From an optimization exercise on the open Yosys and OpenROAD flow, aimed at small area; shortcuts taken in it are not production practice.
The RTL was checked by simulation tests, not by an equivalence proof against the original design.
Power figures rest on the tool's default switching activity, not on a simulated workload.

### design/flow/constraint.sdc
create_clock -name core_clock -period 10.0 [get_ports {clk}]
set_input_delay 2.0000 -clock core_clock [delete_from_list [all_inputs] [get_ports {clk}]]
set_output_delay 2.0000 -clock core_clock [all_outputs]
set_load 0.01 [all_outputs]
### design/flow/design.v
`timescale 1ns/1ns
`default_nettype none
module top (input wire clk,
            input wire rst,
            input wire mic_data_1,
            input wire mic_data_2,
            output wire serial_tx,
            output wire mic_clk_1,
            output wire mic_clk_2,
            output wire serial_split);
localparam [11:0] NSAMP = 12'd3125;
reg [7:0] cnt;
always @(posedge clk)
  if (rst) cnt <= 8'd0;
  else     cnt <= cnt + 8'd1;
reg fresh;   
always @(posedge clk)
  if (rst) fresh <= 1'b1;
  else if (cnt == 8'd255) fresh <= 1'b0;
assign mic_clk_1 = cnt[1];
assign mic_clk_2 = cnt[1];
wire [1:0] ph = cnt[1:0] - 2'd1;                  
wire snap   = (cnt >= 8'd253) || (cnt == 8'd0);   
wire ifresh = fresh && (cnt[7:2] == 6'd0);        
wire win    = (cnt >= 8'd122) && (cnt < 8'd140);  
wire bfirst = (cnt == 8'd122);
wire zero   = fresh;                               
wire so1, so2;
cicint CIC1 (.clk(clk), .snap(snap), .win(win), .ifresh(ifresh), .ph(ph),
             .d_in(mic_data_1), .so(so1));
cicint CIC2 (.clk(clk), .snap(snap), .win(win), .ifresh(ifresh), .ph(ph),
             .d_in(mic_data_2), .so(so2));
wire [237:0] qa, qb;
combring RA (.clk(clk), .win(win), .bfirst(bfirst), .zero(zero), .x(so1),
             .ext(1'b1), .xin(qb[0]), .q(qa));
combring RB (.clk(clk), .win(win), .bfirst(bfirst), .zero(zero), .x(so2),
             .ext(1'b0), .xin(1'b0), .q(qb));
reg [17:0] a1, a2, a3;
always @(posedge clk)
  if (win) begin
    a1 <= {qa[54] & ~zero, a1[17:1]};
    a2 <= {a1[0] & ~zero, a2[17:1]};
    a3 <= {a2[0] & ~zero, a3[17:1]};
  end
reg        mb0, mb1;
reg [17:0] pa1;
always @* begin
  mb0 = 1'b0;
  if (cnt >= 8'd56 && cnt < 8'd74)        mb0 = qb[138];
  else if (cnt >= 8'd104 && cnt < 8'd122) mb0 = qb[72];
  else if (cnt >= 8'd152 && cnt < 8'd170) mb0 = qb[24];
  else if (cnt >= 8'd200 && cnt < 8'd218) mb0 = qb[196];
  else if (cnt >= 8'd248 || cnt < 8'd10)  mb0 = qb[130];
  mb1 = 1'b0; pa1 = a1;
  if (cnt >= 8'd140 && cnt < 8'd158)      begin mb1 = qa[36];  pa1 = a3; end
  else if (cnt >= 8'd188 && cnt < 8'd206) begin mb1 = qa[226]; pa1 = a2; end
  else if (cnt >= 8'd236 && cnt < 8'd254) begin mb1 = qa[160]; pa1 = a2; end
  else if (cnt >= 8'd28 && cnt < 8'd46)   mb1 = qa[112];
  else if (cnt >= 8'd76 && cnt < 8'd94)   mb1 = qa[46];
end
reg  [17:0] s0, s1;
wire [18:0] sum0 = {1'b0, s0} + ((mb0 & ~fresh) ? {1'b0, a3}  : 19'd0);
wire [18:0] sum1 = {1'b0, s1} + ((mb1 & ~fresh) ? {1'b0, pa1} : 19'd0);
always @(posedge clk)
  if (rst) begin
    s0 <= 18'd0; s1 <= 18'd0;
  end else begin
    s0 <= sum0[18:1];
    s1 <= sum1[18:1];
  end
wire p0 = sum0[0];
wire p1 = sum1[0];
reg [11:0] sc;       
reg        act;      
reg [1:0]  q;        
wire [7:0] u  = cnt - 8'd7;
wire [3:0] tl = {q, u[7:6]};           
wire [5:0] ti = u[5:0];                
wire       tend = act && q == 2'd2 && u[7];    
always @(posedge clk)
  if (rst) begin
    sc <= 12'd0; act <= 1'b0; q <= 2'd0;
  end else begin
    if (cnt == 8'd254) sc <= sc + 12'd1;
    if (cnt == 8'd6) begin
      if (sc == NSAMP) begin act <= 1'b1; q <= 2'd0; end
      else if (act) q <= q + 2'd1;
    end
    if (tend) begin act <= 1'b0; sc <= 12'd0; end
  end
wire sending = act && !tend && (ti < 6'd48);
reg [255:0] r0, r1;
reg         c0, c1;
wire [9:0] clr;
genvar g;
generate
  for (g = 0; g < 10; g = g + 1) begin : gclr
    assign clr[g] = sending && (tl == g);
  end
endgenerate
wire [1:0] add0 = {1'b0, r0[0] & ~fresh} + {1'b0, p0} + {1'b0, c0};
wire [1:0] add1 = {1'b0, r1[0] & ~fresh} + {1'b0, p1} + {1'b0, c1};
reg [255:0] n0, n1;
always @* begin
  n0 = {add0[0], r0[255:1]};
  n1 = {add1[0], r1[255:1]};
  if (clr[0]) n0[48]  = 1'b0;
  if (clr[1]) n0[32]  = 1'b0;
  if (clr[2]) n0[16]  = 1'b0;
  if (clr[3]) n0[0]   = 1'b0;
  if (clr[4]) n0[240] = 1'b0;
  if (clr[5]) n1[68]  = 1'b0;
  if (clr[6]) n1[52]  = 1'b0;
  if (clr[7]) n1[36]  = 1'b0;
  if (clr[8]) n1[20]  = 1'b0;
  if (clr[9]) n1[4]   = 1'b0;
end
always @(posedge clk) begin
  r0 <= n0;
  r1 <= n1;
end
always @(posedge clk)
  if (rst) begin c0 <= 1'b0; c1 <= 1'b0; end
  else begin c0 <= add0[1]; c1 <= add1[1]; end
reg tb;
always @* begin
  case (tl)
    4'd0: tb = r0[49];
    4'd1: tb = r0[33];
    4'd2: tb = r0[17];
    4'd3: tb = r0[1];
    4'd4: tb = r0[241];
    4'd5: tb = r1[69];
    4'd6: tb = r1[53];
    4'd7: tb = r1[37];
    4'd8: tb = r1[21];
    default: tb = r1[5];
  endcase
end
wire tx = !(act && !tend) | (sending & tb);
assign serial_tx = tx;
assign serial_split = tx;
endmodule
module cicint (input wire clk, input wire snap, input wire win,
               input wire ifresh, input wire [1:0] ph, input wire d_in,
               output wire so);
reg [19:0] i1, i2, i3, i4, i5;
reg        c1, c2, c3, c4, c5;
reg [17:0] dt;
wire       first = (ph == 2'd0);
wire [4:0] h1 = ifresh ? 5'd0 : i1[4:0];
wire [4:0] h2 = ifresh ? 5'd0 : i2[4:0];
wire [4:0] h3 = ifresh ? 5'd0 : i3[4:0];
wire [4:0] h4 = ifresh ? 5'd0 : i4[4:0];
wire [4:0] h5 = ifresh ? 5'd0 : i5[4:0];
wire [5:0] s1 = {1'b0, h1} + {5'd0, first ? d_in : c1 & ~ifresh};
wire [5:0] s2 = {1'b0, h2} + {1'b0, h1} + {5'd0, ~first & ~ifresh & c2};
wire [5:0] s3 = {1'b0, h3} + {1'b0, h2} + {5'd0, ~first & ~ifresh & c3};
wire [5:0] s4 = {1'b0, h4} + {1'b0, h3} + {5'd0, ~first & ~ifresh & c4};
wire [5:0] s5 = {1'b0, snap ? 5'd0 : h5} + {1'b0, h4} + {5'd0, ~first & ~ifresh & c5};
always @(posedge clk) begin
  i1 <= {s1[4:0], i1[19:5]};
  i2 <= {s2[4:0], i2[19:5]};
  i3 <= {s3[4:0], i3[19:5]};
  i4 <= {s4[4:0], i4[19:5]};
  i5 <= {s5[4:0], i5[19:5]};
  c1 <= s1[5]; c2 <= s2[5]; c3 <= s3[5]; c4 <= s4[5]; c5 <= s5[5];
end
always @(posedge clk)
  if (snap) begin
    case (ph)
      2'd0: dt[4:0]   <= h5;
      2'd1: dt[9:5]   <= h5;
      2'd2: dt[14:10] <= h5;
      default: dt[17:15] <= h5[2:0];
    endcase
  end else if (win) dt <= {1'b0, dt[17:1]};
assign so = dt[0];
endmodule
module combring (input wire clk, input wire win, input wire bfirst,
                 input wire zero, input wire x, input wire ext,
                 input wire xin, output wire [237:0] q);
reg  [237:0] r;
reg  [3:0]   bw;
wire [3:0] xs = {r[108], r[144], r[180], r[216]};
wire [3:0] ys = {r[90],  r[126], r[162], r[198]};
wire [3:0] bin = bfirst ? 4'd0 : bw;
wire [3:0] df  = xs ^ ys ^ bin;
wire [3:0] bo  = (~xs & ys) | (~(xs ^ ys) & bin);
reg  [237:0] n;
integer k;
always @* begin
  n = {r[0], r[237:1]};
  if (win) begin
    n[233] = x;
    n[197] = df[0];
    n[161] = df[1];
    n[125] = df[2];
    n[89]  = df[3];
    if (ext) n[53] = xin;
    if (zero)
      for (k = 0; k < 13; k = k + 1) n[18*k+17] = 1'b0;
  end
end
always @(posedge clk) begin
  r <= n;
  if (win) bw <= bo;
end
assign q = r;
endmodule
### design/flow/run.sh
#!/bin/bash
# synth_recipe.tcl (not shown) runs the flow's synth.tcl, then flattens the netlist and writes it again
# the make line also repeats each setting of config.mk as NAME=value (left out here)
make -C /OpenROAD-flow-scripts/flow DESIGN_CONFIG=/design/flow/config.mk WORK_HOME=/design/flow/orfs CLKGATE_MAP_FILE= SYNTH_SCRIPT=/design/flow/synth_recipe.tcl finish
### design/flow/config.mk
export PLATFORM = sky130hd
export DESIGN_NAME = top
export DESIGN_NICKNAME = top
export VERILOG_FILES = /design/flow/design.v
export SDC_FILE = /design/flow/constraint.sdc
export NUM_CORES = 4
export LEC_CHECK = 0
export CAP_MARGIN = 20
export CORE_MARGIN = 2
export CORE_UTILIZATION = 60
export CTS_BUF_LIST = sky130_fd_sc_hd__clkbuf_4
export CTS_CLUSTER_SIZE = 30
export PLACE_DENSITY = 0.7
export SLEW_MARGIN = 20
==> impl_metrics.ini, run 1 <==
[outcome]
status = no timing/DRC/antenna violations

[floorplan]
coreArea_um2 = 57480
die_h_um = 244.9
die_area_um2 = 59960
die_x_um = 244.9
rows = 88
start_util_pct = 60.57
io_pins = 8

[clock_tree]
clkTransAtPathRegs_ns = 0.07
cts_sinks = 1358
htree_levels = 5
ctsHoldBuffers = 0
cts_post_setup_buffers_inserted = 0
cts-root-buf = clkbuf_4
cts_tree = yes
cts_made_buffers = 325
clk_latency_ns = 1.09
clock_path_buffers = 4
cts-resized-gates = 0

[setup_path]
worstSetupEndpointType = output pin
worstPathMaxFanout = 14
crit_type = reg -> out
worstPathArrival_ns = 4.11
start_kind = register
cp.required_ns = 8.00

[timing]
post-route-period-util_pct = 61.10
whs_ns = 0.2652
drv_slew = 0
max_slew_margin_pct = 31.02
rsz0062_at_grt = false
min_period_ns = 6.110
fin_tns_setup_ns = 0
max_clock_freq_mhz = 163.7
setup_viol = 0
hold_viol_final = 0
skew_ns = 0.06507
worstMarginPinSlew_ns = 1.025
setup_ws_ns = 3.890

[finish]
final_net_count = 2724
final-seq-area_um2 = 28170
syn2layout_area_growth_pct = 13.55
layout-drive-gt1-share_pct = 18.25
multiInputGateArea_um2 = 6176
mostFrequentLayoutCell = dfxtp_1
n_fill_cell = 4036
post-route-util_pct = 68.78
final_cell_mix = dfxtp_1 (1260), clkbuf_4 (464), nor2_1 (119), edfxtp_1 (98), ha_1 (84)
design_area_um2 = 39530

[yosys]
async_flop_share_pct = 0
yosysWarnings = 3
ys.flop_type = dfxtp_1
syn_area_um2 = 34810
syn_inst = 2311
ys_seq_area_share_pct = 80.91
syn_area_per_cell_um2 = 15.06
synth-edff-count = 98
synthDistinctLibCells = 72
synth_seq_cells = 1358
syn-num-nets = 2427

[route]
routed-via-count = 17000
wl_per_cell_um = 13.44
firstDrtPassIters = 6
drtIter0Drc = 1079
finalWirelength_um = 48180
antenna_left = 0
drcViolationCount = 0
vias_per_cell = 4.744

[placed_design]
place_congestion = 0.8578
dp_hpwl_um = 26970
dpl-instance-area_um2 = 35700
pre_cts_ws_ns = 5.045
port_buffers = 7

[grt]
grt_pass1_wl_um = 82830
grt_pass1_vias = 17890
grt_max_degree = 80
grt_overflow = 0
grtUsageTotal_pct = 17.08
antenna_found_initial = 2

[pwr]
leakagePower_uw = 0.01696
power.density_nw_per_um2 = 243.9
ir_drop_mv = 0.1392

[run]
maxCapViolCount = 0

[worst_hold_path]
hp-class = reg -> reg
## area by class of cell
cell class | instances | area share, %
timing repair buffer | 17 | 0.3640
tap | 765 | 2.421
multi-input combinational | 835 | 15.62
antenna | 2 | 0.01266
clock inverter | 72 | 0.8356
inverter | 71 | 0.6742
clock buffer | 464 | 8.812
sequential | 1358 | 71.26
## synthesized netlist by cell type, types with 3 or more instances
cell | count | area share (%)
dfxtp_1 | 1260 | 72
nor2_1 | 119 | 1.3
edfxtp_1 | 98 | 8.5
ha_1 | 84 | 3.0
nand2_1 | 78 | 0.84
a21o_1 | 75 | 1.6
inv_1 | 69 | 0.74
and2_1 | 68 | 1.2
a21oi_1 | 43 | 0.62
o21ai_0 | 39 | 0.56
xor2_1 | 36 | 0.91
xnor2_1 | 34 | 0.86
clkbuf_1 | 30 | 0.32
fa_1 | 28 | 1.6
nand3_1 | 24 | 0.35
nor2b_1 | 18 | 0.32
a222oi_1 | 17 | 0.49
nand2b_1 | 16 | 0.29
and3_1 | 13 | 0.23
buf_2 | 11 | 0.16
nand4_1 | 10 | 0.18
a211oi_1 | 9 | 0.19
a21boi_0 | 9 | 0.19
a31oi_1 | 9 | 0.16
nand3b_1 | 9 | 0.19
o211ai_1 | 9 | 0.19
mux2_2 | 8 | 0.26
nor3_1 | 6 | 0.086
o21bai_1 | 6 | 0.13
a22oi_1 | 5 | 0.11
and4_1 | 5 | 0.13
a31o_2 | 4 | 0.10
buf_4 | 4 | 0.086
nor4_1 | 4 | 0.072
o41a_1 | 4 | 0.13
nor3b_1 | 3 | 0.065
## stage by stage
stage,total power (µW),cells
2_1_floorplan,5658,2311
3_3_place_gp,5674,3045
3_5_place_dp,5677,3045
4_1_cts,9804,3581
5_1_grt,10100,3584
6_report,9642,3584
## critical path: stages (launching register included)
cell             delay (ns)
dfxtp_1                0.45
ha_1                   0.37
a2111oi_2              0.50
xnor2_1                0.27
a221oi_1               0.32
a211oi_1               0.12
o41ai_2                0.36
nand3_1                0.16
clkdlybuf4s50_1        0.51
## final timing paths
| check | from | end | slack (ns) | cells after the start |
|---|---|---|---|---|
| hold / removal | r1[232]$_DFF_P_ | r1[231]$_DFF_P_ | 0.27 | 0 |
| hold reg to reg | r1[232]$_DFF_P_ | r1[231]$_DFF_P_ | 0.27 | 0 |
| setup reg to reg | cnt[3]$_SDFF_PP0_ | s1[14]$_SDFF_PP0_ | 5.47 | 13 |
| setup / recovery | cnt[1]$_SDFF_PP0_ | serial_split | 3.89 | 8 |
## metal layers
metal / track usage, % / vias to the layer above / wire (µm) / part of all wire [%]
met5: 0 / - / 0 / 0
met4: 10.92 / 0 / 1301 / 2.7
met3: 5.051 / 111 / 2050 / 4.3
met2: 25.45 / 375 / 21900 / 45
met1: 21.89 / 8090 / 22930 / 48
li1: - / 8426 / - / -
## logic make-up (layout without fill, tap and decap cells)
kind of cell | after synthesis | after routing | share of synthesized area [%]
buf+inv | 118 | 624 | 1.380
compound gates | 259 | 259 | 5.348
mux | 9 | 9 | 0.2875
simple gates | 383 | 383 | 5.524
xor+xnor | 72 | 72 | 1.919
fa+ha+maj | 112 | 112 | 4.629
flops | 1358 | 1358 | 80.91
other cells | 0 | 2 | 0
## registers in the layout, indices dropped and copies added, names as in the netlist, 18 cells and up
signal and count:
CIC1.i2 20, CIC2.i1 20, a3 18, CIC1.i3 20, r1 256, CIC1.dt 18
r0 256, a1 18, CIC1.i5 20, a2 18, RA.r 238, CIC2.i4 20
s0 18, s1 18, CIC2.i2 20, CIC2.i3 20, RB.r 238, CIC1.i1 20
CIC2.dt 18, CIC1.i4 20, CIC2.i5 20
## report_power, final
part / internal [µW] / switching [µW] / total [µW]
Clock: 2170 / 1920 / 4090
Combinational: 19.2 / 37.7 / 56.9
Sequential: 5490 / 8.51 / 5500
==> run 2: changes to the inputs <==
--- a/design/flow/design.v
+++ b/design/flow/design.v
@@ -61,15 +61,12 @@
 reg  [17:0] s0, s1;
 wire [18:0] sum0 = {1'b0, s0} + ((mb0 & ~fresh) ? {1'b0, a3}  : 19'd0);
 wire [18:0] sum1 = {1'b0, s1} + ((mb1 & ~fresh) ? {1'b0, pa1} : 19'd0);
-always @(posedge clk)
-  if (rst) begin
-    s0 <= 18'd0; s1 <= 18'd0;
-  end else begin
-    s0 <= sum0[18:1];
-    s1 <= sum1[18:1];
-  end
-wire p0 = sum0[0];
-wire p1 = sum1[0];
+always @(posedge clk) begin
+  s0 <= sum0[18:1];
+  s1 <= sum1[18:1];
+end
+wire p0 = sum0[0] & ~fresh;
+wire p1 = sum1[0] & ~fresh;
 reg [11:0] sc;       
 reg        act;      
 reg [1:0]  q;        
@@ -98,8 +95,8 @@
     assign clr[g] = sending && (tl == g);
   end
 endgenerate
-wire [1:0] add0 = {1'b0, r0[0] & ~fresh} + {1'b0, p0} + {1'b0, c0};
-wire [1:0] add1 = {1'b0, r1[0] & ~fresh} + {1'b0, p1} + {1'b0, c1};
+wire [1:0] add0 = {1'b0, r0[0] & ~fresh} + {1'b0, p0} + {1'b0, c0 & ~fresh};
+wire [1:0] add1 = {1'b0, r1[0] & ~fresh} + {1'b0, p1} + {1'b0, c1 & ~fresh};
 reg [255:0] n0, n1;
 always @* begin
   n0 = {add0[0], r0[255:1]};
@@ -119,9 +116,10 @@
   r0 <= n0;
   r1 <= n1;
 end
-always @(posedge clk)
-  if (rst) begin c0 <= 1'b0; c1 <= 1'b0; end
-  else begin c0 <= add0[1]; c1 <= add1[1]; end
+always @(posedge clk) begin
+  c0 <= add0[1];
+  c1 <= add1[1];
+end
 reg tb;
 always @* begin
   case (tl)
@@ -166,15 +164,18 @@
   i5 <= {s5[4:0], i5[19:5]};
   c1 <= s1[5]; c2 <= s2[5]; c3 <= s3[5]; c4 <= s4[5]; c5 <= s5[5];
 end
-always @(posedge clk)
-  if (snap) begin
+reg [17:0] dn;
+always @* begin
+  dn = {dt[0], dt[17:1]};
+  if (snap)
     case (ph)
-      2'd0: dt[4:0]   <= h5;
-      2'd1: dt[9:5]   <= h5;
-      2'd2: dt[14:10] <= h5;
-      default: dt[17:15] <= h5[2:0];
+      2'd0: begin dn[16] = h5[0]; dn[17] = h5[1]; dn[0] = h5[2]; dn[1] = h5[3]; dn[2] = h5[4]; end
+      2'd1: begin dn[2] = h5[0]; dn[3] = h5[1]; dn[4] = h5[2]; dn[5] = h5[3]; dn[6] = h5[4]; end
+      2'd2: begin dn[6] = h5[0]; dn[7] = h5[1]; dn[8] = h5[2]; dn[9] = h5[3]; dn[10] = h5[4]; end
+      default: begin dn[10] = h5[0]; dn[11] = h5[1]; dn[12] = h5[2]; end
     endcase
-  end else if (win) dt <= {1'b0, dt[17:1]};
+end
+always @(posedge clk) dt <= dn;
 assign so = dt[0];
 endmodule
 module combring (input wire clk, input wire win, input wire bfirst,
@@ -204,7 +205,7 @@
 end
 always @(posedge clk) begin
   r <= n;
-  if (win) bw <= bo;
+  bw <= bo;
 end
 assign q = r;
 endmodule
--- a/design/flow/config.mk
+++ b/design/flow/config.mk
@@ -8,7 +8,8 @@
 export CAP_MARGIN = 20
 export CORE_MARGIN = 2
 export CORE_UTILIZATION = 60
-export CTS_BUF_LIST = sky130_fd_sc_hd__clkbuf_4
+export CTS_BUF_LIST = sky130_fd_sc_hd__clkbuf_16
+export CTS_CLUSTER_DIAMETER = 60
 export CTS_CLUSTER_SIZE = 30
 export PLACE_DENSITY = 0.7
 export SLEW_MARGIN = 20
==> impl_metrics.ini, run 2 <==
[floorplan]
coreArea_um2 = 56280
die_h_um = 242.4
die_x_um = 242.4
die_area_um2 = 58750
rows = 87
start_util_pct = 60.58
io_pins = 8

[clock_tree]
clk_latency_ns = 0.66
cts_made_buffers = 57
cts_post_setup_buffers_inserted = 0
htree_levels = 2
clock_path_buffers = 3
cts-resized-gates = 0
cts-root-buf = clkbuf_16
clkTransAtPathRegs_ns = 0.10
ctsHoldBuffers = 0
cts_sinks = 1358
cts_tree = yes

[yosys]
syn-num-nets = 2396
ys.flop_type = dfxtp_1
synth-edff-count = 54
netlist_top_cells_count = dfxtp_1 (1304), nand2_1 (99), nor2_1 (90), ha_1 (83), and2_1 (69)
synth_top_cell_area_share_pct = 76.57
ys_seq_area_share_pct = 81.32
async_flop_share_pct = 0
syn_area_per_cell_um2 = 14.95
post_synth_main_area_contributors = dfxtp_1 (77%), edfxtp_1 (4.8%), ha_1 (3.0%)
yosysMostFrequentCell = dfxtp_1
synth_seq_cells = 1358
syn_inst = 2281
yosys.area.top_type = dfxtp_1
synthDistinctLibCells = 64
yosysWarnings = 3
syn_area_um2 = 34100

[placed_design]
port_buffers = 7
place_congestion = 0.8463
dp_hpwl_um = 25950

[worst_hold_path]
hp-class = reg -> reg
min_to = CIC1.i1[14]$_DFF_P_
worstHoldPathCells = 0
min_from = CIC1.i1[19]$_DFF_P_

[pwr]
finalPower_uw = 8243
leakagePower_uw = 0.01529
power.density_nw_per_um2 = 224.2
ir_drop_mv = 0.1558

[finish]
mostFrequentLayoutCell = dfxtp_1
final_cell_mix = dfxtp_1 (1304), nand2_1 (99), nor2_1 (90), ha_1 (83), and2_1 (69)
n_fill_cell = 3959
biggestRegsByFlops = r0 (256), r1 (256)
final_net_count = 2427
syn2layout_area_growth_pct = 7.842
layout-drive-gt1-share_pct = 4.411

[setup_path]
r2r_slack_ns = 5.34
ff2ff_path_depth = 18
worstPathMaxFanout = 10
cp_slowest_cell = dfxtp_1
critPathLaunch = cnt[1]$_SDFF_PP0_
rr_endpoint = s1[17]$_DFF_P_
crit_buf_inv = 1
cp.required_ns = 8.00
crit_type = reg -> out
slowest_delay_ns = 0.55
worstSetupEndpointType = output pin
crit_family = compound AO/OA/AOI/OAI gates
worstPathArrival_ns = 3.83
reg2reg_from = cnt[4]$_SDFF_PP0_
worstPathCellList = ha_1, a2111oi_4, xnor2_2, mux2_2, a221oi_1, nor2_1, o21ai_1, nand3_1, clkdlybuf4s50_1
start_kind = register

[timing]
rsz0062_at_grt = false
drv_slew = 0
fin_tns_setup_ns = 0
min_period_ns = 5.833
skew_ns = 0.01827
hold_viol_final = 0
max_clock_freq_mhz = 171.4
max_slew_margin_pct = 33.67
post-route-period-util_pct = 58.33
worstMarginPinSlew_ns = 0.9883
setup_viol = 0

[route]
antenna_left = 0
vias_per_cell = 4.762
firstDrtPassIters = 5
routed-via-count = 14720
finalWirelength_um = 42980
drtIter0Drc = 693
wl_per_cell_um = 13.90
drcViolationCount = 0

[outcome]
status = no timing/DRC/antenna violations

[grt]
grt_pass1_vias = 14680
grtUsageTotal_pct = 14.97
grt_max_degree = 77
grt_overflow = 0
antenna_found_initial = 1
grt_pass1_wl_um = 72440

[run]
maxCapViolCount = 0
run 2: changes by cell type after synthesis, moves of 17 or more:
cell	change
nor2_1	-29
edfxtp_1	-44
a222oi_1	-17
o21ai_0	+18
mux2i_1	+20
dfxtp_1	+44
nand2_1	+21
a21o_1	-40
run 2: cells by family after synthesis:
logic type	share of synthesized area, %
compound gates	4.837
xor+xnor	1.949
fa+ha+maj	4.690
buf+inv	1.266
flops	81.32
mux	0.7816
simple gates	5.156
run 2: worst max path at each step:
| stage | to | slack (ns) | cells past startpoint |
|---|---|---|---|
| after CTS | serial_split | 4.13 | 9 |
| after global placement | serial_tx | 4.99 | 9 |
| after floorplan | serial_tx | 5.49 | 10 |
| after detailed placement | serial_split | 4.88 | 9 |
| after global routing | serial_tx | 3.90 | 9 |
| final | serial_split | 4.17 | 9 |
run 2: cell type report:
| class | instances | area [µm²] | area share (%) |
|---|---|---|---|
| Clock buffer | 57 | 1426 | 3.879 |
| Tap cell | 756 | 945.9 | 2.573 |
| Inverter | 64 | 240.2 | 0.6533 |
| Multi-Input combinational cell | 818 | 5957 | 16.20 |
| Clock inverter | 25 | 355.3 | 0.9664 |
| Timing Repair Buffer | 13 | 115.1 | 0.3131 |
| Antenna cell | 1 | 2.502 | 0.006806 |
| Sequential cell | 1358 | 27730 | 75.41 |
run 2: per-layer routing:
metal | global-route usage (%) | vias up | part of all wire (%)
li1 | - | 7490 | -
met1 | 21.90 | 6965 | 51
met2 | 22.73 | 190 | 43
met3 | 2.758 | 79 | 3.6
met4 | 4.720 | 0 | 2.4
met5 | 0 | - | 0
run 2: report_power, final:
part / switching (µW) / internal (µW)
clock: 1630 / 1130
combinational: 27.2 / 9.21
sequential: 5.47 / 5450
run 2: per-stage QoR:
step / area [µm²] / instances / worst slack, ns / hold WS, ns / util (%)
floorplan: 34100 / 2281 / 5.489 / 0.3096 / -
global placement: 34980 / 3009 / 4.986 / 0.3095 / 62.16
detailed placement: 34980 / 3009 / 4.876 / 0.3121 / 62.16
CTS: 36770 / 3091 / 4.133 / 0.3133 / 65.33
global route: 36770 / 3091 / 3.903 / 0.3165 / 65.33
finish: 36770 / 3092 / 4.167 / 0.3141 / 65.33
==> run 3: changes to the inputs <==
--- a/design/flow/config.mk
+++ b/design/flow/config.mk
@@ -8,8 +8,8 @@
 export CAP_MARGIN = 20
 export CORE_MARGIN = 2
 export CORE_UTILIZATION = 60
-export CTS_BUF_LIST = sky130_fd_sc_hd__clkbuf_16
-export CTS_CLUSTER_DIAMETER = 60
-export CTS_CLUSTER_SIZE = 30
+export CTS_BUF_LIST = sky130_fd_sc_hd__clkbuf_4 sky130_fd_sc_hd__clkbuf_8
+export CTS_CLUSTER_DIAMETER = 50
+export CTS_CLUSTER_SIZE = 20
 export PLACE_DENSITY = 0.7
 export SLEW_MARGIN = 20
==> impl_metrics.ini, run 3 <==
[outcome]
status = no timing/DRC/antenna violations

[setup_path]
worstSetupEndpointType = output pin
worstPathCellList = ha_1, a2111oi_4, xnor2_2, mux2_2, a221oi_1, nor2_1, o21ai_1, nand3_1, clkdlybuf4s50_1
crit_type = reg -> out
ff2ff_path_depth = 18
start_kind = register
slowest_delay_ns = 0.55
cp.required_ns = 8.00
cp_slowest_cell = dfxtp_1
worstPathArrival_ns = 3.88
r2r_slack_ns = 5.34
worstPathMaxFanout = 10

[timing]
min_period_ns = 5.878
drv_slew = 0
max_clock_freq_mhz = 170.1
skew_ns = 0.03500
worstMarginPinSlew_ns = 0.9892
post-route-period-util_pct = 58.78
setup_viol = 0
fin_tns_setup_ns = 0
max_slew_margin_pct = 33.61
hold_viol_final = 0
rsz0062_at_grt = false

[clock_tree]
cts-resized-gates = 0
clock_path_buffers = 3
cts_sinks = 1358
htree_levels = 3
cts-root-buf = clkbuf_8
cts_tree = yes
clkTransAtPathRegs_ns = 0.10
cts_made_buffers = 87
cts_post_setup_buffers_inserted = 0
ctsHoldBuffers = 0
clk_latency_ns = 0.72

[route]
drtIter0Drc = 793
routed-via-count = 14880
drcViolationCount = 0
finalWirelength_um = 43170
firstDrtPassIters = 5
antenna_left = 0
vias_per_cell = 4.731
wl_per_cell_um = 13.73

[run]
maxCapViolCount = 0

[yosys]
syn-num-nets = 2396
synth-edff-count = 54
yosys.area.top_type = dfxtp_1
syn_inst = 2281
syn_area_um2 = 34100
synth_top_cell_area_share_pct = 76.57
synth_seq_cells = 1358
synthDistinctLibCells = 64
netlist_top_cells_count = dfxtp_1 (1304), nand2_1 (99), nor2_1 (90), ha_1 (83), and2_1 (69)
async_flop_share_pct = 0
ys.flop_type = dfxtp_1
ys_seq_area_share_pct = 81.32
syn_area_per_cell_um2 = 14.95
yosysWarnings = 3
yosysMostFrequentCell = dfxtp_1
post_synth_main_area_contributors = dfxtp_1 (77%), edfxtp_1 (4.8%), ha_1 (3.0%)

[pwr]
leakagePower_uw = 0.01529
clkPwrFrac_pct = 32.3
p_switching_uw = 1658
power.density_nw_per_um2 = 220.9
seqPwrFrac_pct = 67.3
p_int_uw = 6448
swShare_pct = 20.45
ir_drop_mv = 0.1230
p_comb_share_pct = 0.5
finalPower_uw = 8106

[grt]
grtUsageTotal_pct = 15.05
grt_max_degree = 77
antenna_found_initial = 1
grt_pass1_wl_um = 72460
grt_pass1_vias = 14780
grt_overflow = 0

[floorplan]
die_h_um = 242.4
die_x_um = 242.4
coreArea_um2 = 56280
start_util_pct = 60.58
die_area_um2 = 58750
rows = 87
io_pins = 8

[finish]
final_cell_mix = dfxtp_1 (1304), nand2_1 (99), clkbuf_8 (93), nor2_1 (90), ha_1 (83)
biggestRegsByFlops = r0 (256), r1 (256)
mostFrequentLayoutCell = dfxtp_1
syn2layout_area_growth_pct = 7.640
final_net_count = 2457
layout-drive-gt1-share_pct = 6.622

[placed_design]
dp_hpwl_um = 25950
place_congestion = 0.8463
port_buffers = 7

[worst_hold_path]
worstHoldPathCells = 0
hp-class = reg -> reg
run 3: cell counts after synthesis:
Identical to the previous run, type by type.
run 3: worst max-delay path, delay by kind of cell (launching register included):
| family | cells | cell delay (ns) |
|---|---|---|
| simple gates | 2 | 0.26 |
| fa+ha+maj | 1 | 0.43 |
| flops | 1 | 0.55 |
| buf+inv | 1 | 0.52 |
| compound gates | 3 | 0.58 |
| xor+xnor | 1 | 0.44 |
| mux | 1 | 0.40 |
run 3: worst paths after layout:
kind	from	end
setup / recovery	cnt[1]$_SDFF_PP0_	serial_split
hold / removal	r1[123]$_DFF_P_	r1[122]$_DFF_P_
setup reg to reg	cnt[4]$_SDFF_PP0_	s1[17]$_DFF_P_
hold reg to reg	r1[123]$_DFF_P_	r1[122]$_DFF_P_
run 3: stage by stage:
| step | std cells | hold slack, ns | instance area, µm² | setup WS [ns] | util, % |
|---|---|---|---|---|---|
| after floorplan | 2281 | 0.3096 | 34100 | 5.489 | - |
| after global placement | 3009 | 0.3095 | 34980 | 4.986 | 62.16 |
| after detailed placement | 3009 | 0.3121 | 34980 | 4.876 | 62.16 |
| after CTS | 3142 | 0.3189 | 36690 | 4.081 | 65.20 |
| after global routing | 3143 | 0.3210 | 36700 | 3.853 | 65.20 |
| final | 3145 | 0.3197 | 36700 | 4.122 | 65.21 |
run 3: layout make-up:
class                   instances  area (µm²)
well taps                     756       945.9
clock buffers                 101        1340
inverters                      64       240.2
repair buffers                 13       115.1
multi-input cells             818        5957
fillers                      3989       19580
diodes                          3       7.507
flip-flops and latches       1358       27730
clock inverters                32       367.9
run 3: power by group through the flow:
stage | Combinational [µW] | Sequential [µW] | Clock [µW]
floorplan | 25.0 | 5580 | 0
global placement | 36.2 | 5580 | 0
detailed placement | 36.8 | 5580 | 0
CTS | 37.0 | 5450 | 2710
global route | 41.1 | 5460 | 2900
finish | 36.6 | 5450 | 2620
run 3: kinds of logic after synthesis:
family                     after synthesis  share of synthesized area [%]
buffers and inverters                  105                          1.266
muxes                                   26                         0.7816
adders and majority gates              111                          4.690
DFF                                   1358                          81.32
and+or+nand+nor                        357                          5.156
AOI/OAI and AO/OA                      249                          4.837
xor gates and xnor gates                75                          1.949
run 3: metal layers:
metal,up-vias,share of wire (%),GRT usage (%)
li1,7561,-,-
met1,7006,51,21.67
met2,209,42,22.50
met3,103,3.6,3.346
met4,0,2.8,5.465
met5,-,0,0
==> run 4: changes to the inputs <==
--- a/design/flow/config.mk
+++ b/design/flow/config.mk
@@ -8,7 +8,7 @@
 export CAP_MARGIN = 20
 export CORE_MARGIN = 2
 export CORE_UTILIZATION = 60
-export CTS_BUF_LIST = sky130_fd_sc_hd__clkbuf_4 sky130_fd_sc_hd__clkbuf_8
+export CTS_BUF_LIST = sky130_fd_sc_hd__clkbuf_8
 export CTS_CLUSTER_DIAMETER = 50
 export CTS_CLUSTER_SIZE = 20
 export PLACE_DENSITY = 0.7
==> impl_metrics.ini, run 4 <==
[setup_path]
ff2ff_path_depth = 18
slowest_delay_ns = 0.55
crit_buf_inv = 1
worstPathCellList = ha_1, a2111oi_4, xnor2_2, mux2_2, a221oi_1, nor2_1, o21ai_1, nand3_1, clkdlybuf4s50_1
worstPathArrival_ns = 3.88
crit_family = compound AO/OA/AOI/OAI gates
crit_cells = 9
cp.required_ns = 8.00
critPathLaunch = cnt[1]$_SDFF_PP0_
reg2reg_from = cnt[4]$_SDFF_PP0_
worstSetupEndpointType = output pin
rr_endpoint = s1[17]$_DFF_P_
r2r_slack_ns = 5.34
start_kind = register
cp_slowest_cell = dfxtp_1
worstPathMaxFanout = 10
cp-endpoint = serial_split
crit_type = reg -> out

[clock_tree]
clk_latency_ns = 0.72
cts_sinks = 1358
cts_made_buffers = 87
cts-resized-gates = 0
clkTransAtPathRegs_ns = 0.10
cts-root-buf = clkbuf_8
ctsHoldBuffers = 0
cts_tree = yes
cts_post_setup_buffers_inserted = 0
htree_levels = 3
clock_path_buffers = 3

[grt]
grt_max_degree = 77
grtUsageTotal_pct = 15.06
grt_overflow = 0
antenna_found_initial = 1
grt_pass1_wl_um = 72480
grt_pass1_vias = 14780

[route]
routed-via-count = 14900
drcViolationCount = 0
finalWirelength_um = 43150
wl_per_cell_um = 13.72
drtIter0Drc = 775
firstDrtPassIters = 5
vias_per_cell = 4.738
antenna_left = 0

[finish]
multiInputGateArea_um2 = 5957
syn2layout_area_growth_pct = 7.552
mostFrequentLayoutCell = dfxtp_1
design_area_um2 = 36670
n_fill_cell = 3991
biggestRegsByFlops = r0 (256), r1 (256)
final_net_count = 2457
final-seq-area_um2 = 27730
final_cell_mix = dfxtp_1 (1304), nand2_1 (99), clkbuf_8 (93), nor2_1 (90), ha_1 (83)
layout-drive-gt1-share_pct = 6.287

[timing]
worstMarginPinSlew_ns = 0.9896
whs_ns = 0.3196
rsz0062_at_grt = false
hold_viol_final = 0
drv_slew = 0
fin_tns_setup_ns = 0
setup_viol = 0
skew_ns = 0.03431
max_slew_margin_pct = 33.58
min_period_ns = 5.878
max_clock_freq_mhz = 170.1
post-route-period-util_pct = 58.78

[yosys]
ys_seq_area_share_pct = 81.32
syn_area_um2 = 34100
synth_seq_cells = 1358
synthDistinctLibCells = 64
synth_top_cell_area_share_pct = 76.57
post_synth_main_area_contributors = dfxtp_1 (77%), edfxtp_1 (4.8%), ha_1 (3.0%)
yosysWarnings = 3
async_flop_share_pct = 0
synth-edff-count = 54
ys.flop_type = dfxtp_1
syn_area_per_cell_um2 = 14.95
yosysMostFrequentCell = dfxtp_1
yosys.area.top_type = dfxtp_1
netlist_top_cells_count = dfxtp_1 (1304), nand2_1 (99), nor2_1 (90), ha_1 (83), and2_1 (69)
syn-num-nets = 2396
syn_inst = 2281

[outcome]
status = no timing/DRC/antenna violations

[pwr]
leakagePower_uw = 0.01530
power.density_nw_per_um2 = 220.2
finalPower_uw = 8076
ir_drop_mv = 0.1230

[placed_design]
dp_hpwl_um = 25950
dpl-instance-area_um2 = 34980
port_buffers = 7
place_congestion = 0.8463

[floorplan]
die_h_um = 242.4
die_x_um = 242.4
die_area_um2 = 58750
io_pins = 8
rows = 87
coreArea_um2 = 56280
start_util_pct = 60.58

[run]
maxCapViolCount = 0

[worst_hold_path]
hp-class = reg -> reg
==> run 4: cell type report <==
cell class	instances	area share (%)
well taps	756	2.579
multi-input cells	818	16.24
clock inverters	40	1.085
diodes	3	0.02047
repair buffers	13	0.3139
flip-flops and latches	1358	75.61
clock buffers	93	3.491
inverters	64	0.6551
==> run 4: worst min path at each step <==
stage                   startpoint                   to  slack, ns  depth (start not counted)
2_1_floorplan  CIC1.dt[14]$_DFF_P_  CIC1.dt[13]$_DFF_P_       0.31                          0
3_3_place_gp      RA.r[37]$_DFF_P_     RA.r[36]$_DFF_P_       0.31                          0
3_5_place_dp     RA.r[204]$_DFF_P_    RA.r[203]$_DFF_P_       0.31                          0
4_1_cts            r1[123]$_DFF_P_      r1[122]$_DFF_P_       0.32                          0
5_1_grt         CIC2.i1[8]$_DFF_P_   CIC2.i1[3]$_DFF_P_       0.32                          0
6_report           r1[123]$_DFF_P_      r1[122]$_DFF_P_       0.32                          0
==> run 4: per-stage QoR <==
| step | cells | setup slack [ns] | util, % |
|---|---|---|---|
| finish | 3145 | 4.122 | 65.16 |
| floorplan | 2281 | 5.489 | - |
| global route | 3143 | 3.853 | 65.15 |
| global placement | 3009 | 4.986 | 62.16 |
| detailed placement | 3009 | 4.876 | 62.16 |
| CTS | 3142 | 4.081 | 65.15 |
==> run 4: where the power goes <==
group          switching [µW]  internal [µW]
clock network            1630            962
registers                5.43           5450
logic                    27.4           9.21
total                    1660           6420
==> run 4: cells by family (layout without fill, tap and decap cells) <==
logic type	Yosys count	after routing	share of synthesized area (%)
buffers and inverters	105	210	1.266
flip-flops	1358	1358	81.32
other	0	3	0
adder cells (fa/ha/maj)	111	111	4.690
multiplexers	26	26	0.7816
AO/OA/AOI/OAI	249	249	4.837
XOR/XNOR	75	75	1.949
AND/OR/NAND/NOR	357	357	5.156
==> run 4: per-layer routing <==
layer / up-vias / GRT usage [%] / wire length [µm]
met2: 219 / 22.49 / 18290
met4: 0 / 5.483 / 1203
met1: 7011 / 21.68 / 22060
met5: - / 0 / 0
met3: 106 / 3.346 / 1592
li1: 7564 / - / -
==> run 5: changes to the inputs <==
--- a/design/flow/design.v
+++ b/design/flow/design.v
@@ -22,8 +22,8 @@
 wire [1:0] ph = cnt[1:0] - 2'd1;                  
 wire snap   = (cnt >= 8'd253) || (cnt == 8'd0);   
 wire ifresh = fresh && (cnt[7:2] == 6'd0);        
-wire win    = (cnt >= 8'd122) && (cnt < 8'd140);  
-wire bfirst = (cnt == 8'd122);
+wire win    = (cnt >= 8'd140) && (cnt < 8'd158);  
+wire bfirst = (cnt == 8'd140);
 wire zero   = fresh;                               
 wire so1, so2;
 cicint CIC1 (.clk(clk), .snap(snap), .win(win), .ifresh(ifresh), .ph(ph),
@@ -46,27 +46,18 @@
 reg [17:0] pa1;
 always @* begin
   mb0 = 1'b0;
-  if (cnt >= 8'd56 && cnt < 8'd74)        mb0 = qb[138];
-  else if (cnt >= 8'd104 && cnt < 8'd122) mb0 = qb[72];
-  else if (cnt >= 8'd152 && cnt < 8'd170) mb0 = qb[24];
-  else if (cnt >= 8'd200 && cnt < 8'd218) mb0 = qb[196];
-  else if (cnt >= 8'd248 || cnt < 8'd10)  mb0 = qb[130];
+  if (cnt >= 8'd73 && cnt < 8'd91)        mb0 = qb[139];
+  else if (cnt >= 8'd121 && cnt < 8'd139) mb0 = qb[73];
+  else if (cnt >= 8'd169 && cnt < 8'd187) mb0 = qb[25];
+  else if (cnt >= 8'd217 && cnt < 8'd235) mb0 = qb[197];
+  else if (cnt >= 8'd9 && cnt < 8'd27)    mb0 = qa[167];
   mb1 = 1'b0; pa1 = a1;
-  if (cnt >= 8'd140 && cnt < 8'd158)      begin mb1 = qa[36];  pa1 = a3; end
-  else if (cnt >= 8'd188 && cnt < 8'd206) begin mb1 = qa[226]; pa1 = a2; end
-  else if (cnt >= 8'd236 && cnt < 8'd254) begin mb1 = qa[160]; pa1 = a2; end
-  else if (cnt >= 8'd28 && cnt < 8'd46)   mb1 = qa[112];
-  else if (cnt >= 8'd76 && cnt < 8'd94)   mb1 = qa[46];
-end
-reg  [17:0] s0, s1;
-wire [18:0] sum0 = {1'b0, s0} + ((mb0 & ~fresh) ? {1'b0, a3}  : 19'd0);
-wire [18:0] sum1 = {1'b0, s1} + ((mb1 & ~fresh) ? {1'b0, pa1} : 19'd0);
-always @(posedge clk) begin
-  s0 <= sum0[18:1];
-  s1 <= sum1[18:1];
-end
-wire p0 = sum0[0] & ~fresh;
-wire p1 = sum1[0] & ~fresh;
+  if (cnt >= 8'd158 && cnt < 8'd176)      begin mb1 = qb[0];   pa1 = a3; end
+  else if (cnt >= 8'd206 && cnt < 8'd224) begin mb1 = qa[226]; pa1 = a2; end
+  else if (cnt >= 8'd254 || cnt < 8'd16)  begin mb1 = qa[160]; pa1 = a2; end
+  else if (cnt >= 8'd46 && cnt < 8'd64)   mb1 = qa[112];
+  else if (cnt >= 8'd94 && cnt < 8'd112)  mb1 = qa[46];
+end
 reg [11:0] sc;       
 reg        act;      
 reg [1:0]  q;        
@@ -87,7 +78,7 @@
   end
 wire sending = act && !tend && (ti < 6'd48);
 reg [255:0] r0, r1;
-reg         c0, c1;
+reg         e0, e1;
 wire [9:0] clr;
 genvar g;
 generate
@@ -95,44 +86,45 @@
     assign clr[g] = sending && (tl == g);
   end
 endgenerate
-wire [1:0] add0 = {1'b0, r0[0] & ~fresh} + {1'b0, p0} + {1'b0, c0 & ~fresh};
-wire [1:0] add1 = {1'b0, r1[0] & ~fresh} + {1'b0, p1} + {1'b0, c1 & ~fresh};
+wire        in0 = r0[18] & ~clr[3] & ~fresh;
+wire        in1 = r1[18] & ~fresh;
+wire [19:0] t0  = {1'b0, e0 & ~fresh, r0[17:0]} + ((mb0 & ~fresh) ? {2'b0, a3}  : 20'd0);
+wire [19:0] t1  = {1'b0, e1 & ~fresh, r1[17:0]} + ((mb1 & ~fresh) ? {2'b0, pa1} : 20'd0);
+wire [18:0] w0  = t0[19:1] + {in0, 17'd0};
+wire [18:0] w1  = t1[19:1] + {in1, 17'd0};
 reg [255:0] n0, n1;
 always @* begin
-  n0 = {add0[0], r0[255:1]};
-  n1 = {add1[0], r1[255:1]};
-  if (clr[0]) n0[48]  = 1'b0;
-  if (clr[1]) n0[32]  = 1'b0;
-  if (clr[2]) n0[16]  = 1'b0;
-  if (clr[3]) n0[0]   = 1'b0;
-  if (clr[4]) n0[240] = 1'b0;
-  if (clr[5]) n1[68]  = 1'b0;
-  if (clr[6]) n1[52]  = 1'b0;
-  if (clr[7]) n1[36]  = 1'b0;
-  if (clr[8]) n1[20]  = 1'b0;
-  if (clr[9]) n1[4]   = 1'b0;
+  n0 = {t0[0] & ~fresh, r0[255:19], w0[17:0]};
+  n1 = {t1[0] & ~fresh, r1[255:19], w1[17:0]};
+  if (clr[0]) n0[65]  = 1'b0;
+  if (clr[1]) n0[49]  = 1'b0;
+  if (clr[2]) n0[33]  = 1'b0;
+  if (clr[5]) n0[193] = 1'b0;
+  if (clr[4]) n1[150] = 1'b0;
+  if (clr[6]) n1[70]  = 1'b0;
+  if (clr[7]) n1[54]  = 1'b0;
+  if (clr[8]) n1[38]  = 1'b0;
+  if (clr[9]) n1[22]  = 1'b0;
 end
 always @(posedge clk) begin
   r0 <= n0;
   r1 <= n1;
-end
-always @(posedge clk) begin
-  c0 <= add0[1];
-  c1 <= add1[1];
+  e0 <= w0[18];
+  e1 <= w1[18];
 end
 reg tb;
 always @* begin
   case (tl)
-    4'd0: tb = r0[49];
-    4'd1: tb = r0[33];
-    4'd2: tb = r0[17];
-    4'd3: tb = r0[1];
-    4'd4: tb = r0[241];
-    4'd5: tb = r1[69];
-    4'd6: tb = r1[53];
-    4'd7: tb = r1[37];
-    4'd8: tb = r1[21];
-    default: tb = r1[5];
+    4'd0: tb = r0[66];
+    4'd1: tb = r0[50];
+    4'd2: tb = r0[34];
+    4'd3: tb = r0[18];
+    4'd4: tb = r1[151];
+    4'd5: tb = r0[194];
+    4'd6: tb = r1[71];
+    4'd7: tb = r1[55];
+    4'd8: tb = r1[39];
+    default: tb = r1[23];
   endcase
 end
 wire tx = !(act && !tend) | (sending & tb);
==> impl_metrics.ini, run 5 <==
[yosys]
synth_seq_cells = 1322
yosys.area.top_type = dfxtp_1
post_synth_main_area_contributors = dfxtp_1 (76%), edfxtp_1 (4.8%), ha_1 (3.2%)
netlist_top_cells_count = dfxtp_1 (1268), nand2_1 (112), ha_1 (85), nor2_1 (84), o21ai_0 (61)
synthDistinctLibCells = 65
ys.flop_type = dfxtp_1
syn_area_um2 = 33480
yosysWarnings = 3
syn_area_per_cell_um2 = 14.81
synth-edff-count = 54
async_flop_share_pct = 0
synth_top_cell_area_share_pct = 75.82
yosysMostFrequentCell = dfxtp_1
ys_seq_area_share_pct = 80.67
syn-num-nets = 2375
syn_inst = 2260

[setup_path]
start_kind = register
reg2reg_from = cnt[1]$_SDFF_PP0_
cp.required_ns = 8.00
crit_buf_inv = 1
crit_type = reg -> out
ff2ff_path_depth = 19
worstSetupEndpointType = output pin
crit_family = compound AO/OA/AOI/OAI gates
cp_slowest_cell = xnor2_1
worstPathMaxFanout = 9
slowest_delay_ns = 0.58
critPathLaunch = cnt[0]$_SDFF_PP0_
worstPathCellList = ha_1, a21o_1, nor3_2, xnor2_1, mux4_2, a22o_1, o21ai_1, nand3_1, clkdlybuf4s50_1
worstPathArrival_ns = 4.08
crit_cells = 9

[clock_tree]
cts_post_setup_buffers_inserted = 0
clkTransAtPathRegs_ns = 0.11
cts_tree = yes
cts-root-buf = clkbuf_8
clock_path_buffers = 3
cts-resized-gates = 0
cts_sinks = 1322
htree_levels = 3
ctsHoldBuffers = 0
clk_latency_ns = 0.70
cts_made_buffers = 87

[pwr]
p_int_uw = 6392
leakagePower_uw = 0.01491
power.density_nw_per_um2 = 221.9
p_comb_share_pct = 0.5
swShare_pct = 20.30
seqPwrFrac_pct = 66.1
ir_drop_mv = 0.1534
p_switching_uw = 1628
clkPwrFrac_pct = 33.4

[placed_design]
place_congestion = 0.8068
dp_hpwl_um = 26280
dpl-instance-area_um2 = 34310
port_buffers = 7

[floorplan]
rows = 86
io_pins = 8
die_area_um2 = 57700
die_x_um = 240.2
start_util_pct = 60.77
die_h_um = 240.2
coreArea_um2 = 55090

[timing]
rsz0062_at_grt = false
whs_ns = 0.3169
max_slew_margin_pct = 38.73
worstMarginPinSlew_ns = 0.9169
post-route-period-util_pct = 60.78
min_period_ns = 6.078
skew_ns = 0.02844
setup_viol = 0
drv_slew = 0
max_clock_freq_mhz = 164.5
fin_tns_setup_ns = 0
hold_viol_final = 0

[worst_hold_path]
hp-class = reg -> reg
min_from = RA.r[21]$_DFF_P_
worstHoldPathCells = 0

[finish]
syn2layout_area_growth_pct = 7.946
n_fill_cell = 3960
post-route-util_pct = 65.60
layout-drive-gt1-share_pct = 6.872
mostFrequentLayoutCell = dfxtp_1
final_cell_mix = dfxtp_1 (1268), nand2_1 (112), clkbuf_8 (92), ha_1 (85), nor2_1 (84)
final_net_count = 2436
design_area_um2 = 36140
biggestRegsByFlops = r0 (256), r1 (256)
final-seq-area_um2 = 27010
multiInputGateArea_um2 = 6058

[route]
finalWirelength_um = 42880
firstDrtPassIters = 7
drtIter0Drc = 700
wl_per_cell_um = 13.74
vias_per_cell = 4.742
drcViolationCount = 0
antenna_left = 0
routed-via-count = 14800

[run]
maxCapViolCount = 0

[grt]
grt_overflow = 0
grt_pass1_wl_um = 72710
antenna_found_initial = 1
grtUsageTotal_pct = 15.70
grt_pass1_vias = 14920
grt_max_degree = 74

[outcome]
status = no timing/DRC/antenna violations
==> run 5: changes by cell type after synthesis, sizes merged, moves of 7 or more <==
cell    change
and2       -32
dfxtp      -36
nand2      +16
nand3      +19
nand3b     -12
nor2b      +34
o21a        -7
o21ai      +12
xnor2       +9
==> run 5: power by group through the flow <==
| stage | Clock (µW) | Combinational, µW | Sequential [µW] |
|---|---|---|---|
| CTS | 2770 | 38.4 | 5300 |
| finish | 2680 | 38.7 | 5300 |
| global placement | 0 | 38.1 | 5420 |
| global route | 2970 | 42.6 | 5310 |
| floorplan | 0 | 27.7 | 5420 |
| detailed placement | 0 | 38.3 | 5420 |
==> run 5: kinds of logic after synthesis <==
group | share of synthesized area, %
simple gates | 5.554
mux | 0.7661
xor+xnor | 2.067
flops | 80.67
fa+ha+maj | 4.761
buf+inv | 1.274
compound gates | 4.911
==> run 5: area by class of cell <==
cell class	instances	area share, %
Clock buffer	92	3.504
Antenna cell	1	0.006924
Clock inverter	48	1.537
Timing Repair Buffer	10	0.2562
Tap cell	748	2.590
Sequential cell	1322	74.73
Inverter	59	0.6128
Multi-Input combinational cell	841	16.76
==> run 5: worst paths after layout <==
kind,to,slack (ns)
worst max-delay path,serial_tx,3.92
worst min-delay path,RA.r[20]$_DFF_P_,0.32
worst max register to register,e0$_DFF_P_,4.71
worst min register to register,RA.r[20]$_DFF_P_,0.32
==> run 5: through the flow <==
| step | setup slack [ns] | total power (µW) | cells |
|---|---|---|---|
| global placement | 4.736 | 5462 | 2980 |
| CTS | 3.876 | 8116 | 3120 |
| finish | 3.922 | 8020 | 3121 |
| floorplan | 5.309 | 5450 | 2260 |
| detailed placement | 4.557 | 5463 | 2980 |
| global route | 3.555 | 8322 | 3121 |
==> run 5: per-layer routing <==
layer / wire [µm] / part of all wire [%] / GRT usage (%) / vias to the layer above
li1: - / - / - / 7510
met3: 1657 / 3.9 / 3.341 / 100
met5: 0 / 0 / 0 / -
met4: 1103 / 2.6 / 5.872 / 0
met2: 18150 / 42 / 23.79 / 219
met1: 21970 / 51 / 22.32 / 6971
==> run 6: changes to the inputs <==
--- a/design/flow/design.v
+++ b/design/flow/design.v
@@ -9,6 +9,7 @@
             output wire mic_clk_2,
             output wire serial_split);
 localparam [11:0] NSAMP = 12'd3125;
+localparam [11:0] NCMP  = NSAMP - 12'd1;
 reg [7:0] cnt;
 always @(posedge clk)
   if (rst) cnt <= 8'd0;
@@ -58,23 +59,24 @@
   else if (cnt >= 8'd46 && cnt < 8'd64)   mb1 = qa[112];
   else if (cnt >= 8'd94 && cnt < 8'd112)  mb1 = qa[46];
 end
-reg [11:0] sc;       
 reg        act;      
 reg [1:0]  q;        
+reg        scclr;    
+reg        sceq;     
 wire [7:0] u  = cnt - 8'd7;
 wire [3:0] tl = {q, u[7:6]};           
 wire [5:0] ti = u[5:0];                
 wire       tend = act && q == 2'd2 && u[7];    
 always @(posedge clk)
   if (rst) begin
-    sc <= 12'd0; act <= 1'b0; q <= 2'd0;
+    act <= 1'b0; q <= 2'd0; scclr <= 1'b0;
   end else begin
-    if (cnt == 8'd254) sc <= sc + 12'd1;
     if (cnt == 8'd6) begin
-      if (sc == NSAMP) begin act <= 1'b1; q <= 2'd0; end
+      if (sceq && !fresh) begin act <= 1'b1; q <= 2'd0; end
       else if (act) q <= q + 2'd1;
     end
-    if (tend) begin act <= 1'b0; sc <= 12'd0; end
+    if (tend) begin act <= 1'b0; scclr <= 1'b1; end
+    else if (cnt == 8'd68) scclr <= 1'b0;
   end
 wire sending = act && !tend && (ti < 6'd48);
 reg [255:0] r0, r1;
@@ -88,13 +90,19 @@
 endgenerate
 wire        in0 = r0[18] & ~clr[3] & ~fresh;
 wire        in1 = r1[18] & ~fresh;
-wire [19:0] t0  = {1'b0, e0 & ~fresh, r0[17:0]} + ((mb0 & ~fresh) ? {2'b0, a3}  : 20'd0);
+wire        inc = (cnt == 8'd57);       
+wire [19:0] t0  = {1'b0, e0 & ~fresh, r0[17:0]} + ((mb0 & ~fresh) ? {2'b0, a3}  : 20'd0) + {19'd0, inc};
 wire [19:0] t1  = {1'b0, e1 & ~fresh, r1[17:0]} + ((mb1 & ~fresh) ? {2'b0, pa1} : 20'd0);
 wire [18:0] w0  = t0[19:1] + {in0, 17'd0};
 wire [18:0] w1  = t1[19:1] + {in1, 17'd0};
+wire        scw = (cnt >= 8'd57) && (cnt < 8'd69);    
+wire        o0  = (scw && scclr) ? inc : t0[0] & ~fresh;
+wire [3:0]  scb = cnt[3:0] - 4'd9;                     
+always @(posedge clk)
+  if (scw) sceq <= (inc | sceq) & (o0 == NCMP[scb]);
 reg [255:0] n0, n1;
 always @* begin
-  n0 = {t0[0] & ~fresh, r0[255:19], w0[17:0]};
+  n0 = {o0, r0[255:19], w0[17:0]};
   n1 = {t1[0] & ~fresh, r1[255:19], w1[17:0]};
   if (clr[0]) n0[65]  = 1'b0;
   if (clr[1]) n0[49]  = 1'b0;
==> design/flow/flow/run.sh (new file) <==
#!/bin/bash
set -euo pipefail
export CTS_ARGS="-sink_clustering_enable -repair_clock_nets -sink_clustering_size 20 -sink_clustering_max_diameter 50 -buf_list sky130_fd_sc_hd__clkbuf_8 -dont_use_dummy_load"
bash standard.sh finish > standard_flow.log 2>&1
==> design/flow/standard.sh (new file) <==
#!/bin/bash
# synth_recipe.tcl (not shown) runs the flow's synth.tcl, then flattens the netlist and writes it again
# the make line also repeats each setting of config.mk as NAME=value (left out here)
make -C /OpenROAD-flow-scripts/flow DESIGN_CONFIG=/design/flow/config.mk WORK_HOME=/design/flow/orfs CLKGATE_MAP_FILE= SYNTH_SCRIPT=/design/flow/synth_recipe.tcl "${@:-finish}"
removed: design/flow/run.sh
==> impl_metrics.ini, run 6 <==
[outcome]
status = no timing/DRC/antenna violations

[placed_design]
port_buffers = 7
placedCellCount = 2961
place_congestion = 0.7977
dp_hpwl_um = 26570

[grt]
grt_max_degree = 74
grt_pass1_wl_um = 73090
antenna_found_initial = 1
grt_overflow = 0
grtUsageTotal_pct = 15.83
grt_pass1_vias = 14960

[setup_path]
ff2ff_path_depth = 23
start_kind = register
rr_endpoint = e0$_DFF_P_
worstSetupEndpointType = output pin
crit_type = reg -> out
worstPathMaxFanout = 11
cp.required_ns = 8.00
slowest_delay_ns = 0.60
r2r_slack_ns = 5.01
cp_slowest_cell = clkdlybuf4s50_1
reg2reg_from = cnt[1]$_SDFF_PP0_
worstPathArrival_ns = 3.60
worstPathCellList = ha_1, a21boi_4, xnor2_2, mux2_4, nand2_1, a21oi_1, a21oi_2, a31oi_1, clkdlybuf4s50_1

[clock_tree]
ctsHoldBuffers = 0
htree_levels = 3
clk_latency_ns = 0.70
cts_made_buffers = 89
cts_tree = yes
clock_path_buffers = 3
cts_post_setup_buffers_inserted = 0
clkTransAtPathRegs_ns = 0.11
cts-resized-gates = 0
cts_sinks = 1312
cts-root-buf = clkbuf_8

[finish]
n_fill_cell = 4048
multiInputGateArea_um2 = 6030
final-seq-area_um2 = 26820
final_net_count = 2417
final_cell_mix = dfxtp_1 (1257), nand2_1 (118), clkbuf_8 (89), nor2_1 (85), ha_1 (82)
biggestRegsByFlops = r0 (256), r1 (256)
stdcell_count = 3051
layout-drive-gt1-share_pct = 5.474
syn2layout_area_growth_pct = 6.161
mostFrequentLayoutCell = dfxtp_1

[yosys]
synth_top_cell_area_share_pct = 75.61
syn-num-nets = 2352
post_synth_main_area_contributors = dfxtp_1 (76%), edfxtp_1 (5.0%), ha_1 (3.1%)
synth_seq_cells = 1312
async_flop_share_pct = 0
synth-edff-count = 55
yosysMostFrequentCell = dfxtp_1
yosysWarnings = 3
yosys.area.top_type = dfxtp_1
netlist_top_cells_count = dfxtp_1 (1257), nand2_1 (118), nor2_1 (85), ha_1 (82), and2_1 (67)
syn_area_per_cell_um2 = 14.87
ys.flop_type = dfxtp_1
ys_seq_area_share_pct = 80.57
synthDistinctLibCells = 69
syn_area_um2 = 33280
syn_inst = 2239

[floorplan]
die_h_um = 239.5
die_area_um2 = 57370
coreArea_um2 = 54990
die_x_um = 239.5
io_pins = 8
start_util_pct = 60.53
rows = 86

[timing]
setup_viol = 0
drv_slew = 0
post-route-period-util_pct = 55.96
hold_viol_final = 0
worstMarginPinSlew_ns = 0.8879
whs_ns = 0.2700
max_clock_freq_mhz = 178.7
fin_tns_setup_ns = 0
min_period_ns = 5.596
skew_ns = 0.08927
rsz0062_at_grt = false
max_slew_margin_pct = 40.81

[route]
drtIter0Drc = 739
wl_per_cell_um = 14.06
antenna_left = 0
routed-via-count = 14670
finalWirelength_um = 42900
drcViolationCount = 0
firstDrtPassIters = 6
vias_per_cell = 4.807

[pwr]
leakagePower_uw = 0.01484
ir_drop_mv = 0.1317
power.density_nw_per_um2 = 212.6

[worst_hold_path]
min_from = RA.r[163]$_DFF_P_
hp-class = reg -> reg
worstHoldPathCells = 0
min_to = RA.r[162]$_DFF_P_

[run]
maxCapViolCount = 0
run 6: critical path: cells and delay by family, from the launching register on:
family,cells,cell delay [ns]
mux,1,0.23
simple gates,1,0.04
flops,1,0.51
xor+xnor,1,0.38
compound gates,4,0.65
fa+ha+maj,1,0.53
buf+inv,1,0.60
run 6: final cells by class:
cell class                      instances  area share, %
Sequential cell                      1312          75.89
Multi-Input combinational cell        831          17.06
Timing Repair Buffer                   12         0.3045
Tap cell                              748          2.649
Antenna cell                            1       0.007082
Inverter                               58         0.6161
Clock buffer                           89          3.467
run 6: metrics by stage:
step / total power, µW / instance area (µm²) / setup slack, ns / util [%]
3_3_place_gp: 5427 / 34110 / 5.193 / 62.03
4_1_cts: 7615 / 35330 / 4.321 / 64.26
3_5_place_dp: 5427 / 34110 / 5.003 / 62.03
6_report: 7511 / 35330 / 4.404 / 64.26
5_1_grt: 7818 / 35330 / 4.128 / 64.26
2_1_floorplan: 5413 / 33280 / 5.583 / -
run 6: per-layer routing:
layer / GRT usage (%) / vias to the layer above / part of all wire, %
li1: - / 7380 / -
met1: 22.01 / 6972 / 50
met2: 24.13 / 206 / 43
met3: 3.365 / 107 / 3.5
met4: 6.780 / 0 / 3.4
met5: 0 / - / 0
run 6: logic make-up (layout without fill, tap and decap cells):
family          Yosys count  count (layout)  synth area share [%]
compound gates          263             263                 5.353
flops                  1312            1312                 80.57
mux                      20              20                0.6165
simple gates            364             364                 5.387
other cells               0               1                     0
xor+xnor                 75              75                 2.053
fa+ha+maj               109             109                 4.707
buf+inv                  96             159                 1.316
run 6: power breakdown:
| part | switching (µW) | total [µW] | internal [µW] |
|---|---|---|---|
| Combinational | 30.9 | 42.2 | 11.3 |
| Sequential | 4.76 | 5260 | 5260 |
| Clock | 1400 | 2200 | 800 |
| Total | 1440 | 7510 | 6070 |
run 6: worst max-delay path by stage:
stage,from,end,cells past startpoint
2_1_floorplan,cnt[1]$_SDFF_PP0_,e0$_DFF_P_,23
3_3_place_gp,cnt[1]$_SDFF_PP0_,e0$_DFF_P_,23
3_5_place_dp,cnt[1]$_SDFF_PP0_,e0$_DFF_P_,23
4_1_cts,cnt[1]$_SDFF_PP0_,serial_tx,9
5_1_grt,cnt[1]$_SDFF_PP0_,serial_split,9
6_report,cnt[1]$_SDFF_PP0_,serial_tx,9
==> run 7: changes to the inputs <==
==> design/flow/run.sh (new file) <==
#!/bin/bash
# synth_recipe.tcl (not shown) runs the flow's synth.tcl, then flattens the netlist and writes it again
# the make line also repeats each setting of config.mk as NAME=value (left out here)
make -C /OpenROAD-flow-scripts/flow DESIGN_CONFIG=/design/flow/config.mk WORK_HOME=/design/flow/orfs CLKGATE_MAP_FILE= SYNTH_SCRIPT=/design/flow/synth_recipe.tcl finish
removed: design/flow/flow/run.sh
removed: design/flow/standard.sh
==> impl_metrics.ini, run 7 <==
[outcome]
status = no timing/DRC/antenna violations

[timing]
rsz0062_at_grt = false
fin_tns_setup_ns = 0
skew_ns = 0.02237
post-route-period-util_pct = 56.52
max_slew_margin_pct = 41.06
min_period_ns = 5.652
max_clock_freq_mhz = 176.9
worstMarginPinSlew_ns = 0.8841
hold_viol_final = 0

[setup_path]
slowest_delay_ns = 0.60
crit_type = reg -> out
worstSetupEndpointType = output pin
reg2reg_from = cnt[1]$_SDFF_PP0_
ff2ff_path_depth = 23
start_kind = register
critPathLaunch = cnt[1]$_SDFF_PP0_
worstPathArrival_ns = 3.65
worstPathMaxFanout = 11
r2r_slack_ns = 4.99
worstPathCellList = ha_1, a21boi_4, xnor2_2, mux2_4, nand2_1, a21oi_1, a21oi_2, a31oi_1, clkdlybuf4s50_1
cp_slowest_cell = clkdlybuf4s50_1

[grt]
grt_max_degree = 74
grtUsageTotal_pct = 15.98
grt_pass1_vias = 15100

[pwr]
ir_drop_mv = 0.1454
leakagePower_uw = 0.01515
p_switching_uw = 1651
p_int_uw = 6353
seqPwrFrac_pct = 65.8
swShare_pct = 20.63

[clock_tree]
ctsHoldBuffers = 0
cts-resized-gates = 0
cts-root-buf = clkbuf_8
clk_latency_ns = 0.70
cts_tree = yes
cts_made_buffers = 89
cts_post_setup_buffers_inserted = 0

[placed_design]
port_buffers = 7
place_congestion = 0.7977

[finish]
syn2layout_area_growth_pct = 8.079
biggestRegsByFlops = r0 (256), r1 (256)
final_cell_mix = dfxtp_1 (1257), nand2_1 (118), clkbuf_8 (93), nor2_1 (85), ha_1 (82)
layout-drive-gt1-share_pct = 7.343
final-seq-area_um2 = 26820
final_net_count = 2417

[route]
firstDrtPassIters = 5
drtIter0Drc = 768
finalWirelength_um = 43360
wl_per_cell_um = 13.96
routed-via-count = 14850
vias_per_cell = 4.784
antenna_left = 0

[yosys]
syn_inst = 2239
synth-edff-count = 55
yosysMostFrequentCell = dfxtp_1
ys.flop_type = dfxtp_1
synthDistinctLibCells = 69
yosys.area.top_type = dfxtp_1
yosysWarnings = 3
netlist_top_cells_count = dfxtp_1 (1257), nand2_1 (118), nor2_1 (85), ha_1 (82), and2_1 (67)
syn_area_per_cell_um2 = 14.87
syn-num-nets = 2352
syn_area_um2 = 33280
ys_seq_area_share_pct = 80.57
synth_top_cell_area_share_pct = 75.61

[floorplan]
die_area_um2 = 57370
io_pins = 8
coreArea_um2 = 54990
die_x_um = 239.5

[worst_hold_path]
hp-class = reg -> reg
[run 7: cell counts after synthesis]
Identical to the previous run, type by type.
[run 7: critical path: cells and delay by family, from the launching register on]
| kind | cells | cell delay (ns) |
|---|---|---|
| xor gates and xnor gates | 1 | 0.36 |
| DFF | 1 | 0.52 |
| and+or+nand+nor | 1 | 0.04 |
| AOI/OAI and AO/OA | 4 | 0.67 |
| buffers and inverters | 1 | 0.60 |
| muxes | 1 | 0.22 |
| adders and majority gates | 1 | 0.53 |
[run 7: power groups by stage]
stage                     Sequential, µW  Clock (µW)  Combinational (µW)
final                               5260        2700                42.2
after floorplan                     5380           0                30.4
after detailed placement            5380           0                42.7
after CTS                           5260        2800                42.8
after global placement              5380           0                42.2
after global routing                5270        3000                47.2
[run 7: metrics by stage]
step | worst slack [ns] | hold WS [ns] | cell area (µm²) | cells | total power, µW
5_1_grt | 4.069 | 0.3214 | 35970 | 3105 | 8319
4_1_cts | 4.263 | 0.3192 | 35970 | 3104 | 8106
6_report | 4.348 | 0.3177 | 35970 | 3105 | 8004
2_1_floorplan | 5.583 | 0.3096 | 33280 | 2239 | 5413
3_3_place_gp | 5.193 | 0.3096 | 34110 | 2961 | 5427
3_5_place_dp | 5.003 | 0.3121 | 34110 | 2961 | 5427
[run 7: metal layers]
metal  routed length [µm]  track usage, %  vias up
met3                 1363           3.331      110
met4                 1468           6.761        0
met5                    0               0        -
met2                18890           24.59      210
li1                     -               -     7446
met1                21630           22.10     7088
[run 7: area by class of cell]
| cell class | instances | area share [%] |
|---|---|---|
| antenna | 1 | 0.006957 |
| clock buffer | 93 | 3.558 |
| clock inverter | 50 | 1.621 |
| inverter | 58 | 0.6052 |
| multi-input combinational | 831 | 16.76 |
| sequential | 1312 | 74.55 |
| tap | 748 | 2.602 |
| timing repair buffer | 12 | 0.2991 |
[run 7: worst min path at each step]
stage	from	end	slack (ns)	depth (start not counted)
final	CIC2.i4[10]$_DFF_P_	CIC2.i4[5]$_DFF_P_	0.32	0
after global routing	CIC2.i4[10]$_DFF_P_	CIC2.i4[5]$_DFF_P_	0.32	0
after CTS	CIC2.i4[10]$_DFF_P_	CIC2.i4[5]$_DFF_P_	0.32	0
after detailed placement	RA.r[28]$_DFF_P_	RA.r[27]$_DFF_P_	0.31	0
after global placement	r1[204]$_DFF_P_	r1[203]$_DFF_P_	0.31	0
after floorplan	CIC1.dt[14]$_DFF_P_	CIC1.dt[13]$_DFF_P_	0.31	0
[run 7: cell families (layout without fill, tap and decap cells)]
group	after synthesis	after routing	synth area share [%]
DFF	1312	1312	80.57
and+or+nand+nor	364	364	5.387
AOI/OAI and AO/OA	263	263	5.353
adders and majority gates	109	109	4.707
buffers and inverters	96	213	1.316
xor gates and xnor gates	75	75	2.053
muxes	20	20	0.6165
other	0	1	0

Setup slack of run 7, layout unchanged: 4.348 ns with ideal ports, 4.296 ns with driving cells assumed (clock clkbuf_16, inputs buf_2), 4.994 ns with port delays also shifted by the 0.746 ns mid clock arrival.
